This is an optimization exercise on Yosys and OpenROAD, whose aim is small area and a short achievable clock period, not a production implementation. No functional check of the RTL was part of any run shown here. Power is estimated from default activity; no workload was simulated.

==> flow/design.v (outline; a module is shown in full before it is edited, if it fits) <==
// module fa: 4 lines
// module ha: 4 lines
// module pg00: 4 lines
// module pg01: 4 lines
// module pg10: 4 lines
// module pg11: 4 lines
// module sx0: 3 lines
// module wallace_mult_top: 3447 lines
module wallace_mult_top (
	input  wire        clk,
	input  wire        sext_a,
	input  wire        sext_b,
	input  wire [31:0] a,
	input  wire [31:0] b,
	output wire [63:0] out
);
  // ...
==> flow/flow/run.sh <==
#!/bin/bash
# The standard layout (standard.sh, with the standard flow's synthesis and settings), except that
# the port buffers that global placement inserts are buf_1 cells instead of the
# default choice. make's own output goes to standard.log; each tool's log is under
# orfs/logs/.
set -euo pipefail
bash standard.sh 'BUFFER_PORTS_ARGS=-buffer_cell sky130_fd_sc_hd__buf_1' finish > standard.log 2>&1
==> flow/standard.sh <==
#!/bin/bash
# synth_recipe.tcl (not shown) runs the flow's synth.tcl, then flattens the netlist and writes it again
# the make line also repeats each setting of config.mk as NAME=value (left out here)
make -C /OpenROAD-flow-scripts/flow DESIGN_CONFIG=/design/flow/config.mk WORK_HOME=/design/flow/orfs CLKGATE_MAP_FILE= SYNTH_SCRIPT=/design/flow/synth_recipe.tcl "${@:-finish}"
==> flow/config.mk <==
export PLATFORM = sky130hd
export DESIGN_NAME = wallace_mult_top
export DESIGN_NICKNAME = wallace_mult_top
export VERILOG_FILES = /design/flow/design.v
export SDC_FILE = /design/flow/constraint.sdc
export NUM_CORES = 4
export LEC_CHECK = 0
export CAP_MARGIN = 20
export CORE_MARGIN = 2
export CORE_UTILIZATION = 60
export SETUP_SLACK_MARGIN = 4.0
export SLEW_MARGIN = 20
export SYNTH_HIERARCHICAL = 1
export SYNTH_MINIMUM_KEEP_SIZE = 0
==> flow/constraint.sdc <==
create_clock -name core_clock -period 8.5 [get_ports {clk}]
set_input_delay 1.7000 -clock core_clock [delete_from_list [all_inputs] [get_ports {clk}]]
set_output_delay 1.7000 -clock core_clock [all_outputs]
set_load 0.01 [all_outputs]
==> impl_metrics.ini, run 1 <==
[sta]
slew-limit-headroom_pct = 27.3
worstMarginPinSlew_ns = 1.09
rsz0062_at_grt = true

[cells_and_area]
top_area_cell_class = multi-input gates
clockNetworkAreaShare_pct = 2.24
antennaDiodeCount = 0
n_fill_cell = 3807
nNonClkInverters = 55
instances_no_fill = 3222
largest_register = a_r
synthToLayoutAreaGrowth_pct = 5.37
multi_input_cells = 2122

[worst_hold_path]
min-delay-start = a_r[30]

[place]
dp_slack_ns = 3.88
gp_congestion = 0.867

[detailed_routing]
totalWireLength_mm = 92.2
drtAntennaViolNets = 0

[setup_path]
crit_buf_inv = 0
critPathArrivalTime_ns = 4.87
crit_required_ns = 8.89

[clocking]
holdBufCountCts = 0

[floorplan]
die_y_um = 222
die_x_um = 222

[power]
clockPowerShare_pct = 6.3
p_clk_mw = 0.910
pwr-share-comb_pct = 81.4

[synthesis]
synth_edf_count = 0
synth-simple-area-share_pct = 3.67
synthArstFlopShare_pct = 0
yosysSeqAreaShare_pct = 13.7

[global_route]
overflow = 0
use_met2_pct = 56.8
antenna_found_initial = 3
grt_max_degree = 38

[outcome]
status = no timing/DRC/antenna violations
==> inputs of run 2 (changes only) <==
--- a/flow/design.v
+++ b/flow/design.v
@@ -2769,34 +2769,36 @@
 fa u_s56_472 (.a(s56_359), .b(c55_413), .c(s56_414), .s(s56_472), .co(c56_472));
 fa u_s57_473 (.a(c56_359), .b(s57_415), .c(c56_414), .s(s57_473), .co(c57_473));
 fa u_s58_474 (.a(s58_362), .b(c57_415), .c(s58_416), .s(s58_474), .co(c58_474));
 fa u_s59_475 (.a(s59_363), .b(c58_416), .c(s59_417), .s(s59_475), .co(c59_475));
 fa u_s60_476 (.a(c59_363), .b(s60_418), .c(c59_417), .s(s60_476), .co(c60_476));
 fa u_s61_477 (.a(pp15_31), .b(c60_418), .c(s61_419), .s(s61_477), .co(c61_477));
 fa u_s62_478 (.a(k62), .b(pp15_32), .c(c61_419), .s(s62_478), .co(c62_478));
 fa u_s63_479 (.a(pp16_31), .b(pp16_30), .c(pp15_33), .s(s63_479), .co(c63_479));
-wire [16:0] lo_sum = {c14_430, c13_429, c12_428, c11_427, c10_426, c9_425, c8_424, c7_423, c6_422, c5_421, c4_420, hc3_29, hc2_28, hs2_28, pp0_1, neg_r[0]} + {s15_431, s14_430, s13_429, s12_428, s11_427, s10_426, s9_425, s8_424, s7_423, s6_422, s5_421, s4_420, hs3_29, pp1_0, 1'b0, pp0_0};
+wire [14:0] lo_sum = {c12_428, c11_427, c10_426, c9_425, c8_424, c7_423, c6_422, c5_421, c4_420, hc3_29, hc2_28, hs2_28, pp0_1, neg_r[0]} + {s13_429, s12_428, s11_427, s10_426, s9_425, s8_424, s7_423, s6_422, s5_421, s4_420, hs3_29, pp1_0, 1'b0, pp0_0};
 reg s0_q;
 reg s1_q;
 reg s2_q;
 reg s3_q;
 reg s4_q;
 reg s5_q;
 reg s6_q;
 reg s7_q;
 reg s8_q;
 reg s9_q;
 reg s10_q;
 reg s11_q;
 reg s12_q;
 reg s13_q;
-reg s14_q;
-reg s15_q;
 reg cK_q;
+reg x14_q;
+reg y14_q;
+reg x15_q;
+reg y15_q;
 reg x16_q;
 reg y16_q;
 reg x17_q;
 reg y17_q;
 reg x18_q;
 reg y18_q;
 reg x19_q;
 reg y19_q;
@@ -2898,19 +2900,21 @@
 	s6_q <= lo_sum[6];
 	s7_q <= lo_sum[7];
 	s8_q <= lo_sum[8];
 	s9_q <= lo_sum[9];
 	s10_q <= lo_sum[10];
 	s11_q <= lo_sum[11];
 	s12_q <= lo_sum[12];
 	s13_q <= lo_sum[13];
-	s14_q <= lo_sum[14];
-	s15_q <= lo_sum[15];
-	cK_q <= lo_sum[16];
+	cK_q <= lo_sum[14];
+	x14_q <= c13_429;
+	y14_q <= s14_430;
+	x15_q <= c14_430;
+	y15_q <= s15_431;
 	x16_q <= c15_431;
 	y16_q <= s16_432;
 	x17_q <= c16_432;
 	y17_q <= s17_433;
 	x18_q <= c17_433;
 	y18_q <= s18_434;
 	x19_q <= c18_434;
 	y19_q <= s19_435;
@@ -2998,112 +3002,116 @@
 	y60_q <= s60_476;
 	x61_q <= c60_476;
 	y61_q <= s61_477;
 	x62_q <= c61_477;
 	y62_q <= s62_478;
 	x63_q <= c62_478;
 	y63_q <= s63_479;
 end
-wire hi_g0 = x16_q & y16_q;
-wire hi_p0 = x16_q ^ y16_q;
-wire hi_g1 = x17_q & y17_q;
-wire hi_p1 = x17_q ^ y17_q;
-wire hi_g2 = x18_q & y18_q;
-wire hi_p2 = x18_q ^ y18_q;
-wire hi_g3 = x19_q & y19_q;
-wire hi_p3 = x19_q ^ y19_q;
-wire hi_g4 = x20_q & y20_q;
-wire hi_p4 = x20_q ^ y20_q;
-wire hi_g5 = x21_q & y21_q;
-wire hi_p5 = x21_q ^ y21_q;
-wire hi_g6 = x22_q & y22_q;
-wire hi_p6 = x22_q ^ y22_q;
-wire hi_g7 = x23_q & y23_q;
-wire hi_p7 = x23_q ^ y23_q;
-wire hi_g8 = x24_q & y24_q;
-wire hi_p8 = x24_q ^ y24_q;
-wire hi_g9 = x25_q & y25_q;
-wire hi_p9 = x25_q ^ y25_q;
-wire hi_g10 = x26_q & y26_q;
-wire hi_p10 = x26_q ^ y26_q;
-wire hi_g11 = x27_q & y27_q;
-wire hi_p11 = x27_q ^ y27_q;
-wire hi_g12 = x28_q & y28_q;
-wire hi_p12 = x28_q ^ y28_q;
-wire hi_g13 = x29_q & y29_q;
-wire hi_p13 = x29_q ^ y29_q;
-wire hi_g14 = x30_q & y30_q;
-wire hi_p14 = x30_q ^ y30_q;
-wire hi_g15 = x31_q & y31_q;
-wire hi_p15 = x31_q ^ y31_q;
-wire hi_g16 = x32_q & y32_q;
-wire hi_p16 = x32_q ^ y32_q;
-wire hi_g17 = x33_q & y33_q;
-wire hi_p17 = x33_q ^ y33_q;
-wire hi_g18 = x34_q & y34_q;
-wire hi_p18 = x34_q ^ y34_q;
-wire hi_g19 = x35_q & y35_q;
-wire hi_p19 = x35_q ^ y35_q;
-wire hi_g20 = x36_q & y36_q;
-wire hi_p20 = x36_q ^ y36_q;
-wire hi_g21 = x37_q & y37_q;
-wire hi_p21 = x37_q ^ y37_q;
-wire hi_g22 = x38_q & y38_q;
-wire hi_p22 = x38_q ^ y38_q;
-wire hi_g23 = x39_q & y39_q;
-wire hi_p23 = x39_q ^ y39_q;
-wire hi_g24 = x40_q & y40_q;
-wire hi_p24 = x40_q ^ y40_q;
-wire hi_g25 = x41_q & y41_q;
-wire hi_p25 = x41_q ^ y41_q;
-wire hi_g26 = x42_q & y42_q;
-wire hi_p26 = x42_q ^ y42_q;
-wire hi_g27 = x43_q & y43_q;
-wire hi_p27 = x43_q ^ y43_q;
-wire hi_g28 = x44_q & y44_q;
-wire hi_p28 = x44_q ^ y44_q;
-wire hi_g29 = x45_q & y45_q;
-wire hi_p29 = x45_q ^ y45_q;
-wire hi_g30 = x46_q & y46_q;
-wire hi_p30 = x46_q ^ y46_q;
-wire hi_g31 = x47_q & y47_q;
-wire hi_p31 = x47_q ^ y47_q;
-wire hi_g32 = x48_q & y48_q;
-wire hi_p32 = x48_q ^ y48_q;
-wire hi_g33 = x49_q & y49_q;
-wire hi_p33 = x49_q ^ y49_q;
-wire hi_g34 = x50_q & y50_q;
-wire hi_p34 = x50_q ^ y50_q;
-wire hi_g35 = x51_q & y51_q;
-wire hi_p35 = x51_q ^ y51_q;
-wire hi_g36 = x52_q & y52_q;
-wire hi_p36 = x52_q ^ y52_q;
-wire hi_g37 = x53_q & y53_q;
-wire hi_p37 = x53_q ^ y53_q;
-wire hi_g38 = x54_q & y54_q;
-wire hi_p38 = x54_q ^ y54_q;
-wire hi_g39 = x55_q & y55_q;
-wire hi_p39 = x55_q ^ y55_q;
-wire hi_g40 = x56_q & y56_q;
-wire hi_p40 = x56_q ^ y56_q;
-wire hi_g41 = x57_q & y57_q;
-wire hi_p41 = x57_q ^ y57_q;
-wire hi_g42 = x58_q & y58_q;
-wire hi_p42 = x58_q ^ y58_q;
-wire hi_g43 = x59_q & y59_q;
-wire hi_p43 = x59_q ^ y59_q;
-wire hi_g44 = x60_q & y60_q;
-wire hi_p44 = x60_q ^ y60_q;
-wire hi_g45 = x61_q & y61_q;
-wire hi_p45 = x61_q ^ y61_q;
-wire hi_g46 = x62_q & y62_q;
-wire hi_p46 = x62_q ^ y62_q;
-wire hi_g47 = x63_q & y63_q;
-wire hi_p47 = x63_q ^ y63_q;
+wire hi_g0 = x14_q & y14_q;
+wire hi_p0 = x14_q ^ y14_q;
+wire hi_g1 = x15_q & y15_q;
+wire hi_p1 = x15_q ^ y15_q;
+wire hi_g2 = x16_q & y16_q;
+wire hi_p2 = x16_q ^ y16_q;
+wire hi_g3 = x17_q & y17_q;
+wire hi_p3 = x17_q ^ y17_q;
+wire hi_g4 = x18_q & y18_q;
+wire hi_p4 = x18_q ^ y18_q;
+wire hi_g5 = x19_q & y19_q;
+wire hi_p5 = x19_q ^ y19_q;
+wire hi_g6 = x20_q & y20_q;
+wire hi_p6 = x20_q ^ y20_q;
+wire hi_g7 = x21_q & y21_q;
+wire hi_p7 = x21_q ^ y21_q;
+wire hi_g8 = x22_q & y22_q;
+wire hi_p8 = x22_q ^ y22_q;
+wire hi_g9 = x23_q & y23_q;
+wire hi_p9 = x23_q ^ y23_q;
+wire hi_g10 = x24_q & y24_q;
+wire hi_p10 = x24_q ^ y24_q;
+wire hi_g11 = x25_q & y25_q;
+wire hi_p11 = x25_q ^ y25_q;
+wire hi_g12 = x26_q & y26_q;
+wire hi_p12 = x26_q ^ y26_q;
+wire hi_g13 = x27_q & y27_q;
+wire hi_p13 = x27_q ^ y27_q;
+wire hi_g14 = x28_q & y28_q;
+wire hi_p14 = x28_q ^ y28_q;
+wire hi_g15 = x29_q & y29_q;
+wire hi_p15 = x29_q ^ y29_q;
+wire hi_g16 = x30_q & y30_q;
+wire hi_p16 = x30_q ^ y30_q;
+wire hi_g17 = x31_q & y31_q;
+wire hi_p17 = x31_q ^ y31_q;
+wire hi_g18 = x32_q & y32_q;
+wire hi_p18 = x32_q ^ y32_q;
+wire hi_g19 = x33_q & y33_q;
+wire hi_p19 = x33_q ^ y33_q;
+wire hi_g20 = x34_q & y34_q;
+wire hi_p20 = x34_q ^ y34_q;
+wire hi_g21 = x35_q & y35_q;
+wire hi_p21 = x35_q ^ y35_q;
+wire hi_g22 = x36_q & y36_q;
+wire hi_p22 = x36_q ^ y36_q;
+wire hi_g23 = x37_q & y37_q;
+wire hi_p23 = x37_q ^ y37_q;
+wire hi_g24 = x38_q & y38_q;
+wire hi_p24 = x38_q ^ y38_q;
+wire hi_g25 = x39_q & y39_q;
+wire hi_p25 = x39_q ^ y39_q;
+wire hi_g26 = x40_q & y40_q;
+wire hi_p26 = x40_q ^ y40_q;
+wire hi_g27 = x41_q & y41_q;
+wire hi_p27 = x41_q ^ y41_q;
+wire hi_g28 = x42_q & y42_q;
+wire hi_p28 = x42_q ^ y42_q;
+wire hi_g29 = x43_q & y43_q;
+wire hi_p29 = x43_q ^ y43_q;
+wire hi_g30 = x44_q & y44_q;
+wire hi_p30 = x44_q ^ y44_q;
+wire hi_g31 = x45_q & y45_q;
+wire hi_p31 = x45_q ^ y45_q;
+wire hi_g32 = x46_q & y46_q;
+wire hi_p32 = x46_q ^ y46_q;
+wire hi_g33 = x47_q & y47_q;
+wire hi_p33 = x47_q ^ y47_q;
+wire hi_g34 = x48_q & y48_q;
+wire hi_p34 = x48_q ^ y48_q;
+wire hi_g35 = x49_q & y49_q;
+wire hi_p35 = x49_q ^ y49_q;
+wire hi_g36 = x50_q & y50_q;
+wire hi_p36 = x50_q ^ y50_q;
+wire hi_g37 = x51_q & y51_q;
+wire hi_p37 = x51_q ^ y51_q;
+wire hi_g38 = x52_q & y52_q;
+wire hi_p38 = x52_q ^ y52_q;
+wire hi_g39 = x53_q & y53_q;
+wire hi_p39 = x53_q ^ y53_q;
+wire hi_g40 = x54_q & y54_q;
+wire hi_p40 = x54_q ^ y54_q;
+wire hi_g41 = x55_q & y55_q;
+wire hi_p41 = x55_q ^ y55_q;
+wire hi_g42 = x56_q & y56_q;
+wire hi_p42 = x56_q ^ y56_q;
+wire hi_g43 = x57_q & y57_q;
+wire hi_p43 = x57_q ^ y57_q;
+wire hi_g44 = x58_q & y58_q;
+wire hi_p44 = x58_q ^ y58_q;
+wire hi_g45 = x59_q & y59_q;
+wire hi_p45 = x59_q ^ y59_q;
+wire hi_g46 = x60_q & y60_q;
+wire hi_p46 = x60_q ^ y60_q;
+wire hi_g47 = x61_q & y61_q;
+wire hi_p47 = x61_q ^ y61_q;
+wire hi_g48 = x62_q & y62_q;
+wire hi_p48 = x62_q ^ y62_q;
+wire hi_g49 = x63_q & y63_q;
+wire hi_p49 = x63_q ^ y63_q;
 wire hi_G1_1 = hi_g0 | (hi_p0 & cK_q);
 wire hi_G1_3, hi_P1_3;
 pg00 u_hi_G1_3 (.gi(hi_g2), .pi(hi_p2), .gj(hi_g1), .pj(hi_p1), .go(hi_G1_3), .po(hi_P1_3));
 wire hi_G1_5, hi_P1_5;
 pg00 u_hi_G1_5 (.gi(hi_g4), .pi(hi_p4), .gj(hi_g3), .pj(hi_p3), .go(hi_G1_5), .po(hi_P1_5));
 wire hi_G1_7, hi_P1_7;
 pg00 u_hi_G1_7 (.gi(hi_g6), .pi(hi_p6), .gj(hi_g5), .pj(hi_p5), .go(hi_G1_7), .po(hi_P1_7));
 wire hi_G1_9, hi_P1_9;
@@ -3141,16 +3149,18 @@
 wire hi_G1_41, hi_P1_41;
 pg00 u_hi_G1_41 (.gi(hi_g40), .pi(hi_p40), .gj(hi_g39), .pj(hi_p39), .go(hi_G1_41), .po(hi_P1_41));
 wire hi_G1_43, hi_P1_43;
 pg00 u_hi_G1_43 (.gi(hi_g42), .pi(hi_p42), .gj(hi_g41), .pj(hi_p41), .go(hi_G1_43), .po(hi_P1_43));
 wire hi_G1_45, hi_P1_45;
 pg00 u_hi_G1_45 (.gi(hi_g44), .pi(hi_p44), .gj(hi_g43), .pj(hi_p43), .go(hi_G1_45), .po(hi_P1_45));
 wire hi_G1_47, hi_P1_47;
 pg00 u_hi_G1_47 (.gi(hi_g46), .pi(hi_p46), .gj(hi_g45), .pj(hi_p45), .go(hi_G1_47), .po(hi_P1_47));
+wire hi_G1_49, hi_P1_49;
+pg00 u_hi_G1_49 (.gi(hi_g48), .pi(hi_p48), .gj(hi_g47), .pj(hi_p47), .go(hi_G1_49), .po(hi_P1_49));
 wire hi_G2_2 = hi_g1 | (hi_p1 & hi_G1_1);
 wire hi_G2_3 = ~hi_G1_3 | (~hi_P1_3 & hi_G1_1);
 wire hi_G2_6, hi_P2_6;
 pg01 u_hi_G2_6 (.gi(hi_g5), .pi(hi_p5), .gj(hi_G1_5), .pj(hi_P1_5), .go(hi_G2_6), .po(hi_P2_6));
 wire hi_G2_7, hi_P2_7;
 pg11 u_hi_G2_7 (.gi(hi_G1_7), .pi(hi_P1_7), .gj(hi_G1_5), .pj(hi_P1_5), .go(hi_G2_7), .po(hi_P2_7));
 wire hi_G2_10, hi_P2_10;
 pg01 u_hi_G2_10 (.gi(hi_g9), .pi(hi_p9), .gj(hi_G1_9), .pj(hi_P1_9), .go(hi_G2_10), .po(hi_P2_10));
@@ -3187,16 +3197,18 @@
 wire hi_G2_42, hi_P2_42;
 pg01 u_hi_G2_42 (.gi(hi_g41), .pi(hi_p41), .gj(hi_G1_41), .pj(hi_P1_41), .go(hi_G2_42), .po(hi_P2_42));
 wire hi_G2_43, hi_P2_43;
 pg11 u_hi_G2_43 (.gi(hi_G1_43), .pi(hi_P1_43), .gj(hi_G1_41), .pj(hi_P1_41), .go(hi_G2_43), .po(hi_P2_43));
 wire hi_G2_46, hi_P2_46;
 pg01 u_hi_G2_46 (.gi(hi_g45), .pi(hi_p45), .gj(hi_G1_45), .pj(hi_P1_45), .go(hi_G2_46), .po(hi_P2_46));
 wire hi_G2_47, hi_P2_47;
 pg11 u_hi_G2_47 (.gi(hi_G1_47), .pi(hi_P1_47), .gj(hi_G1_45), .pj(hi_P1_45), .go(hi_G2_47), .po(hi_P2_47));
+wire hi_G2_50, hi_P2_50;
+pg01 u_hi_G2_50 (.gi(hi_g49), .pi(hi_p49), .gj(hi_G1_49), .pj(hi_P1_49), .go(hi_G2_50), .po(hi_P2_50));
 wire hi_G3_4 = hi_g3 | (hi_p3 & hi_G2_3);
 wire hi_G3_5 = ~hi_G1_5 | (~hi_P1_5 & hi_G2_3);
 wire hi_G3_6 = ~hi_G2_6 | (~hi_P2_6 & hi_G2_3);
 wire hi_G3_7 = hi_G2_7 | (hi_P2_7 & hi_G2_3);
 wire hi_G3_12, hi_P3_12;
 pg00 u_hi_G3_12 (.gi(hi_g11), .pi(hi_p11), .gj(hi_G2_11), .pj(hi_P2_11), .go(hi_G3_12), .po(hi_P3_12));
 wire hi_G3_13, hi_P3_13;
 pg10 u_hi_G3_13 (.gi(hi_G1_13), .pi(hi_P1_13), .gj(hi_G2_11), .pj(hi_P2_11), .go(hi_G3_13), .po(hi_P3_13));
@@ -3289,16 +3301,20 @@
 wire hi_G5_26 = hi_G4_26 | (hi_P4_26 & hi_G4_15);
 wire hi_G5_27 = ~hi_G4_27 | (~hi_P4_27 & hi_G4_15);
 wire hi_G5_28 = hi_G4_28 | (hi_P4_28 & hi_G4_15);
 wire hi_G5_29 = ~hi_G4_29 | (~hi_P4_29 & hi_G4_15);
 wire hi_G5_30 = ~hi_G4_30 | (~hi_P4_30 & hi_G4_15);
 wire hi_G5_31 = hi_G4_31 | (hi_P4_31 & hi_G4_15);
 wire hi_G5_48, hi_P5_48;
 pg00 u_hi_G5_48 (.gi(hi_g47), .pi(hi_p47), .gj(hi_G4_47), .pj(hi_P4_47), .go(hi_G5_48), .po(hi_P5_48));
+wire hi_G5_49, hi_P5_49;
+pg10 u_hi_G5_49 (.gi(hi_G1_49), .pi(hi_P1_49), .gj(hi_G4_47), .pj(hi_P4_47), .go(hi_G5_49), .po(hi_P5_49));
+wire hi_G5_50, hi_P5_50;
+pg10 u_hi_G5_50 (.gi(hi_G2_50), .pi(hi_P2_50), .gj(hi_G4_47), .pj(hi_P4_47), .go(hi_G5_50), .po(hi_P5_50));
 wire hi_G6_32 = hi_g31 | (hi_p31 & hi_G5_31);
 wire hi_G6_33 = ~hi_G1_33 | (~hi_P1_33 & hi_G5_31);
 wire hi_G6_34 = ~hi_G2_34 | (~hi_P2_34 & hi_G5_31);
 wire hi_G6_35 = hi_G2_35 | (hi_P2_35 & hi_G5_31);
 wire hi_G6_36 = ~hi_G3_36 | (~hi_P3_36 & hi_G5_31);
 wire hi_G6_37 = hi_G3_37 | (hi_P3_37 & hi_G5_31);
 wire hi_G6_38 = hi_G3_38 | (hi_P3_38 & hi_G5_31);
 wire hi_G6_39 = ~hi_G3_39 | (~hi_P3_39 & hi_G5_31);
@@ -3306,16 +3322,18 @@
 wire hi_G6_41 = hi_G4_41 | (hi_P4_41 & hi_G5_31);
 wire hi_G6_42 = hi_G4_42 | (hi_P4_42 & hi_G5_31);
 wire hi_G6_43 = ~hi_G4_43 | (~hi_P4_43 & hi_G5_31);
 wire hi_G6_44 = hi_G4_44 | (hi_P4_44 & hi_G5_31);
 wire hi_G6_45 = ~hi_G4_45 | (~hi_P4_45 & hi_G5_31);
 wire hi_G6_46 = ~hi_G4_46 | (~hi_P4_46 & hi_G5_31);
 wire hi_G6_47 = hi_G4_47 | (hi_P4_47 & hi_G5_31);
 wire hi_G6_48 = ~hi_G5_48 | (~hi_P5_48 & hi_G5_31);
+wire hi_G6_49 = hi_G5_49 | (hi_P5_49 & hi_G5_31);
+wire hi_G6_50 = hi_G5_50 | (hi_P5_50 & hi_G5_31);
 wire hi_s0;
 sx0 u_hi_s0 (.p(hi_p0), .g(cK_q), .s(hi_s0));
 wire hi_s1;
 sx0 u_hi_s1 (.p(hi_p1), .g(hi_G1_1), .s(hi_s1));
 wire hi_s2;
 sx0 u_hi_s2 (.p(hi_p2), .g(hi_G2_2), .s(hi_s2));
 wire hi_s3;
 sx0 u_hi_s3 (.p(hi_p3), .g(hi_G2_3), .s(hi_s3));
@@ -3402,73 +3420,77 @@
 wire hi_s44;
 sx0 u_hi_s44 (.p(hi_p44), .g(hi_G6_44), .s(hi_s44));
 wire hi_s45;
 sx0 u_hi_s45 (.p(hi_p45), .g(hi_G6_45), .s(hi_s45));
 wire hi_s46;
 sx0 u_hi_s46 (.p(hi_p46), .g(hi_G6_46), .s(hi_s46));
 wire hi_s47;
 sx0 u_hi_s47 (.p(hi_p47), .g(hi_G6_47), .s(hi_s47));
+wire hi_s48;
+sx0 u_hi_s48 (.p(hi_p48), .g(hi_G6_48), .s(hi_s48));
+wire hi_s49;
+sx0 u_hi_s49 (.p(hi_p49), .g(hi_G6_49), .s(hi_s49));
 assign out[0] = s0_q;
 assign out[1] = s1_q;
 assign out[2] = s2_q;
 assign out[3] = s3_q;
 assign out[4] = s4_q;
 assign out[5] = s5_q;
 assign out[6] = s6_q;
 assign out[7] = s7_q;
 assign out[8] = s8_q;
 assign out[9] = s9_q;
 assign out[10] = s10_q;
 assign out[11] = s11_q;
 assign out[12] = s12_q;
 assign out[13] = s13_q;
-assign out[14] = s14_q;
-assign out[15] = s15_q;
-assign out[16] = hi_s0;
-assign out[17] = hi_s1;
-assign out[18] = hi_s2;
-assign out[19] = hi_s3;
-assign out[20] = hi_s4;
-assign out[21] = hi_s5;
-assign out[22] = hi_s6;
-assign out[23] = hi_s7;
-assign out[24] = hi_s8;
-assign out[25] = hi_s9;
-assign out[26] = hi_s10;
-assign out[27] = hi_s11;
-assign out[28] = hi_s12;
-assign out[29] = hi_s13;
-assign out[30] = hi_s14;
-assign out[31] = hi_s15;
-assign out[32] = hi_s16;
-assign out[33] = hi_s17;
-assign out[34] = hi_s18;
-assign out[35] = hi_s19;
-assign out[36] = hi_s20;
-assign out[37] = hi_s21;
-assign out[38] = hi_s22;
-assign out[39] = hi_s23;
-assign out[40] = hi_s24;
-assign out[41] = hi_s25;
-assign out[42] = hi_s26;
-assign out[43] = hi_s27;
-assign out[44] = hi_s28;
-assign out[45] = hi_s29;
-assign out[46] = hi_s30;
-assign out[47] = hi_s31;
-assign out[48] = hi_s32;
-assign out[49] = hi_s33;
-assign out[50] = hi_s34;
-assign out[51] = hi_s35;
-assign out[52] = hi_s36;
-assign out[53] = hi_s37;
-assign out[54] = hi_s38;
-assign out[55] = hi_s39;
-assign out[56] = hi_s40;
-assign out[57] = hi_s41;
-assign out[58] = hi_s42;
-assign out[59] = hi_s43;
-assign out[60] = hi_s44;
-assign out[61] = hi_s45;
-assign out[62] = hi_s46;
-assign out[63] = hi_s47;
+assign out[14] = hi_s0;
+assign out[15] = hi_s1;
+assign out[16] = hi_s2;
+assign out[17] = hi_s3;
+assign out[18] = hi_s4;
+assign out[19] = hi_s5;
+assign out[20] = hi_s6;
+assign out[21] = hi_s7;
+assign out[22] = hi_s8;
+assign out[23] = hi_s9;
+assign out[24] = hi_s10;
+assign out[25] = hi_s11;
+assign out[26] = hi_s12;
+assign out[27] = hi_s13;
+assign out[28] = hi_s14;
+assign out[29] = hi_s15;
+assign out[30] = hi_s16;
+assign out[31] = hi_s17;
+assign out[32] = hi_s18;
+assign out[33] = hi_s19;
+assign out[34] = hi_s20;
+assign out[35] = hi_s21;
+assign out[36] = hi_s22;
+assign out[37] = hi_s23;
+assign out[38] = hi_s24;
+assign out[39] = hi_s25;
+assign out[40] = hi_s26;
+assign out[41] = hi_s27;
+assign out[42] = hi_s28;
+assign out[43] = hi_s29;
+assign out[44] = hi_s30;
+assign out[45] = hi_s31;
+assign out[46] = hi_s32;
+assign out[47] = hi_s33;
+assign out[48] = hi_s34;
+assign out[49] = hi_s35;
+assign out[50] = hi_s36;
+assign out[51] = hi_s37;
+assign out[52] = hi_s38;
+assign out[53] = hi_s39;
+assign out[54] = hi_s40;
+assign out[55] = hi_s41;
+assign out[56] = hi_s42;
+assign out[57] = hi_s43;
+assign out[58] = hi_s44;
+assign out[59] = hi_s45;
+assign out[60] = hi_s46;
+assign out[61] = hi_s47;
+assign out[62] = hi_s48;
+assign out[63] = hi_s49;
 endmodule
==> flow/run.sh (new file) <==
#!/bin/bash
# synth_recipe.tcl (not shown) runs the flow's synth.tcl, then flattens the netlist and writes it again
# the make line also repeats each setting of config.mk as NAME=value (left out here)
make -C /OpenROAD-flow-scripts/flow DESIGN_CONFIG=/design/flow/config.mk WORK_HOME=/design/flow/orfs CLKGATE_MAP_FILE= SYNTH_SCRIPT=/design/flow/synth_recipe.tcl finish
==> flow/config.mk (replaced) <==
export PLATFORM = sky130hd
export DESIGN_NAME = wallace_mult_top
export DESIGN_NICKNAME = wallace_mult_top
export VERILOG_FILES = /design/flow/design.v
export SDC_FILE = /design/flow/constraint.sdc
export NUM_CORES = 4
export LEC_CHECK = 0
export CAP_MARGIN = 20
export CORE_MARGIN = 2
export CORE_UTILIZATION = 40
export SETUP_SLACK_MARGIN = 4.3
export SLEW_MARGIN = 20
export SYNTH_HIERARCHICAL = 1
export SYNTH_MINIMUM_KEEP_SIZE = 0
removed: flow/flow/run.sh
removed: flow/standard.sh
==> run 2 against run 1 <==
Effect of this change: die area grew 49%; critical endpoint is now out[63]; global-route usage shrank 11 points; total power grew 6.5%; combinational power grew 9%; critical path type is now reg2out; highest routed layer unchanged; setup slack gained 0.099 ns; utilization shrank 18 points.
==> impl_metrics.ini, run 2 <==
[outcome]
status = no timing/DRC/antenna violations

[synthesis]
synth_nets = 3414
ys_types = 45
netlist_area_um2 = 28500
synth_common_cells = xnor2_1 (533), a22oi_1 (511), fa_1 (480)
synthArstFlopShare_pct = 0
synth_edf_count = 0
syn_area_per_cell_um2 = 10.3
ys_top_cells_by_area = fa_1 (34%), xnor2_1 (16%), dfxtp_1 (14%), a22oi_1 (13%), ha_1 (4.1%)
synth_seq_cells = 197
yosysSeqAreaShare_pct = 13.9
synth-main-ff-cell = dfxtp_1
yosys.area.top_type = fa_1
synth.most_common_cell = xnor2_1
synth_top_area_share_pct = 33.8
ys_warn_count = 7
syn_inst = 2774

[worst_hold_path]
worstHoldPathType = reg2reg
hold_depth = 2

[sta]
setup_violations = 0
finalCriticalPeriod_ns = 4.38
slew-limit-headroom_pct = 35.7
max_freq_mhz = 228
fin_worst_skew_ns = 0.0190
final.period_utilization_pct = 51.6
rsz0062_at_grt = true
finalHoldViolCount = 0
setup_ws_ns = 4.12
drv_slew = 0
worstMarginPinSlew_ns = 0.965
fin_setup_tns_ns = 0

[setup_path]
cp_slowest_cell = dfxtp_2
slowest_delay_ns = 0.33
path_max_fanout = 5
worstPathCellList = ha_4, nand2_1, o21a_2, inv_2, a21oi_4, o21a_4, buf_12, buf_16, buf_6, o21ai_4, xor2_1, buf_2
critPathArrivalTime_ns = 2.68
r2r_cells = 9
path_class = reg2out
crit_required_ns = 6.80
cp-end-kind = output pin
worstSetupStartpointType = flop

[global_route]
antenna_found_initial = 1
grt_pass1_vias = 24600
overflow = 0
grt_pass1_wl_mm = 150
grt_max_degree = 38
grt_usage_pct = 26.9

[detailed_routing]
post_drt_wl_per_cell_um = 27.8
via_count = 22800
drtAntennaViolNets = 0
drt-initial-drc-count = 2673
post_drt_via_cell_ratio = 6.27
detail_route.first_pass.iterations = 6
totalWireLength_mm = 101
drc = 0

[clocking]
cts_max_level = 4
cts-root-buf = clkbuf_16
cts.path.max_buffers = 2
clock_latency_ns = 0.51
holdBufCountCts = 0
clk_pin_slew_ns = 0.08
cts_tree = built
cts.sinks = 197
cts_made_buffers = 17

[cells_and_area]
final_cell_mix = xnor2_1 (533), a22oi_1 (511), fa_1 (480)
synthToLayoutAreaGrowth_pct = 13.9
area.sequential_um2 = 4070
multi_input_area_um2 = 23400
n_fill_cell = 6391
final_common_cell = xnor2_1
largest_register = a_r
layout.nets = 3325
largest_reg_flops = 32
drive_gt1_share_pct = 17.3
antennaDiodeCount = 0

[power]
power_mw = 15.4
ir_worst_vdd_mv = 0.230
cellPowerDensity_nw_per_um2 = 474
leakagePower_nw = 11.7

[floorplan]
io_pins = 131
floorplan.initialDensity_pct = 40.5
die_area_um2 = 73300
core_area_um2 = 70300
die_x_um = 271
fp-row-count = 97
die_y_um = 271

[place]
gp_congestion = 0.873
dpl.hpwl_mm = 58.7
dp_slack_ns = 3.47
portBuffers = 130

[job]
drv_cap = 0
-- run 2: final timing paths --
kind	start	endpoint	slack, ns
worst max-delay path	x16_q	out[63]	4.12
worst min-delay path	sel16_r	x63_q	0.68
worst max register to register	two_r[6]	y36_q	4.33
worst min register to register	sel16_r	x63_q	0.68
-- run 2: logic make-up (layout without fill, tap and decap cells) --
logic type	Yosys count	in the layout	share of synthesized area [%]
compound gates	726	726	18.5
simple gates	211	211	3.71
mux	1	1	0.0352
xor+xnor	617	617	19.0
buf+inv	449	373	7.03
flops	197	197	13.9
fa+ha+maj	573	573	37.8
-- run 2: report_power, final --
| part | internal, mW | leakage, nW | switching, mW | total (mW) |
|---|---|---|---|---|
| registers | 1.49 | 1.67 | 0.234 | 1.72 |
| clock network | 0.397 | 0.285 | 0.417 | 0.813 |
| logic | 5.83 | 9.70 | 6.99 | 12.8 |
| total | 7.71 | 11.7 | 7.65 | 15.4 |
-- run 2: per-layer routing --
layer	routed length, um	global-route usage [%]	up-vias
met5	11	0	-
met4	4970	12.5	2
met3	12200	8.15	371
met2	45800	42.7	1614
met1	38000	33.5	11700
li1	-	-	9133
-- run 2: layout make-up --
cell class	count	area share (%)
multi-input cells	2128	72.1
clock inverters	13	0.425
flip-flops and latches	197	12.6
clock buffers	19	1.37
inverters	54	0.672
repair buffers	287	9.24
well taps	940	3.63
-- run 2: timing repair --
item,CTS,global route
cloned,4,1
setup endpoints to repair,78,73
setup buffers,33,48
resized for setup,341,160
pin swaps,53,44
-- run 2: Yosys stat by module, one instance, submodules excluded --
module            flip-flops and latches  times used  area [um^2]
pg01                                   0          19         18.8
pg00                                   0          35         12.5
fa                                     0         480         20.0
ha                                     0          30         12.5
pg11                                   0          19         8.76
pg10                                   0          11         15.0
sx0                                    0          50         8.76
wallace_mult_top                     197           1        16900
-- run 2: critical path: cells and delay by family, from the launching register on --
| kind | cells | cell delay [ns] |
|---|---|---|
| buf+inv | 5 | 0.66 |
| compound gates | 4 | 0.67 |
| flops | 1 | 0.33 |
| xor+xnor | 1 | 0.16 |
| fa+ha+maj | 1 | 0.28 |
| simple gates | 1 | 0.05 |
-- run 2: per-stage QoR --
step	util, %	area [um^2]	instances	hold slack [ns]
2_1_floorplan	-	28500	2774	0.544
3_3_place_gp	42.3	29800	3520	0.646
3_5_place_dp	42.3	29800	3520	0.666
4_1_cts	44.5	31300	3589	0.689
5_1_grt	46.1	32400	3638	0.745
6_report	46.1	32400	3638	0.681

## what the ideal ports hide
Ports are ideal in the flow. The routed layouts listed here were re-timed in OpenROAD.
Step 1 assumes that a clkbuf_16 drives the clock port and a buf_2 every other input.
Step 2 also shifts input and output timing later by t, the mid clock arrival at the registers, as if the neighbouring blocks saw the same clock.
Three values: ideal, step 1, step 2; two values: the first two.
| run | shift t [ns] | slack for setup (ns) | hold WS [ns] | latest minus earliest clock arrival (ns) |
|---|---|---|---|---|
| run 1 | 0.581 | 4.019 / 3.978 / 4.019 | 0.730 / 0.730 / 0.730 | 0.020 / 0.019 |
| run 2 | 0.558 | 4.118 / 4.059 / 4.329 | 0.681 / 0.681 / 0.681 | 0.019 / 0.019 |
After both steps every run listed still meets setup and hold.
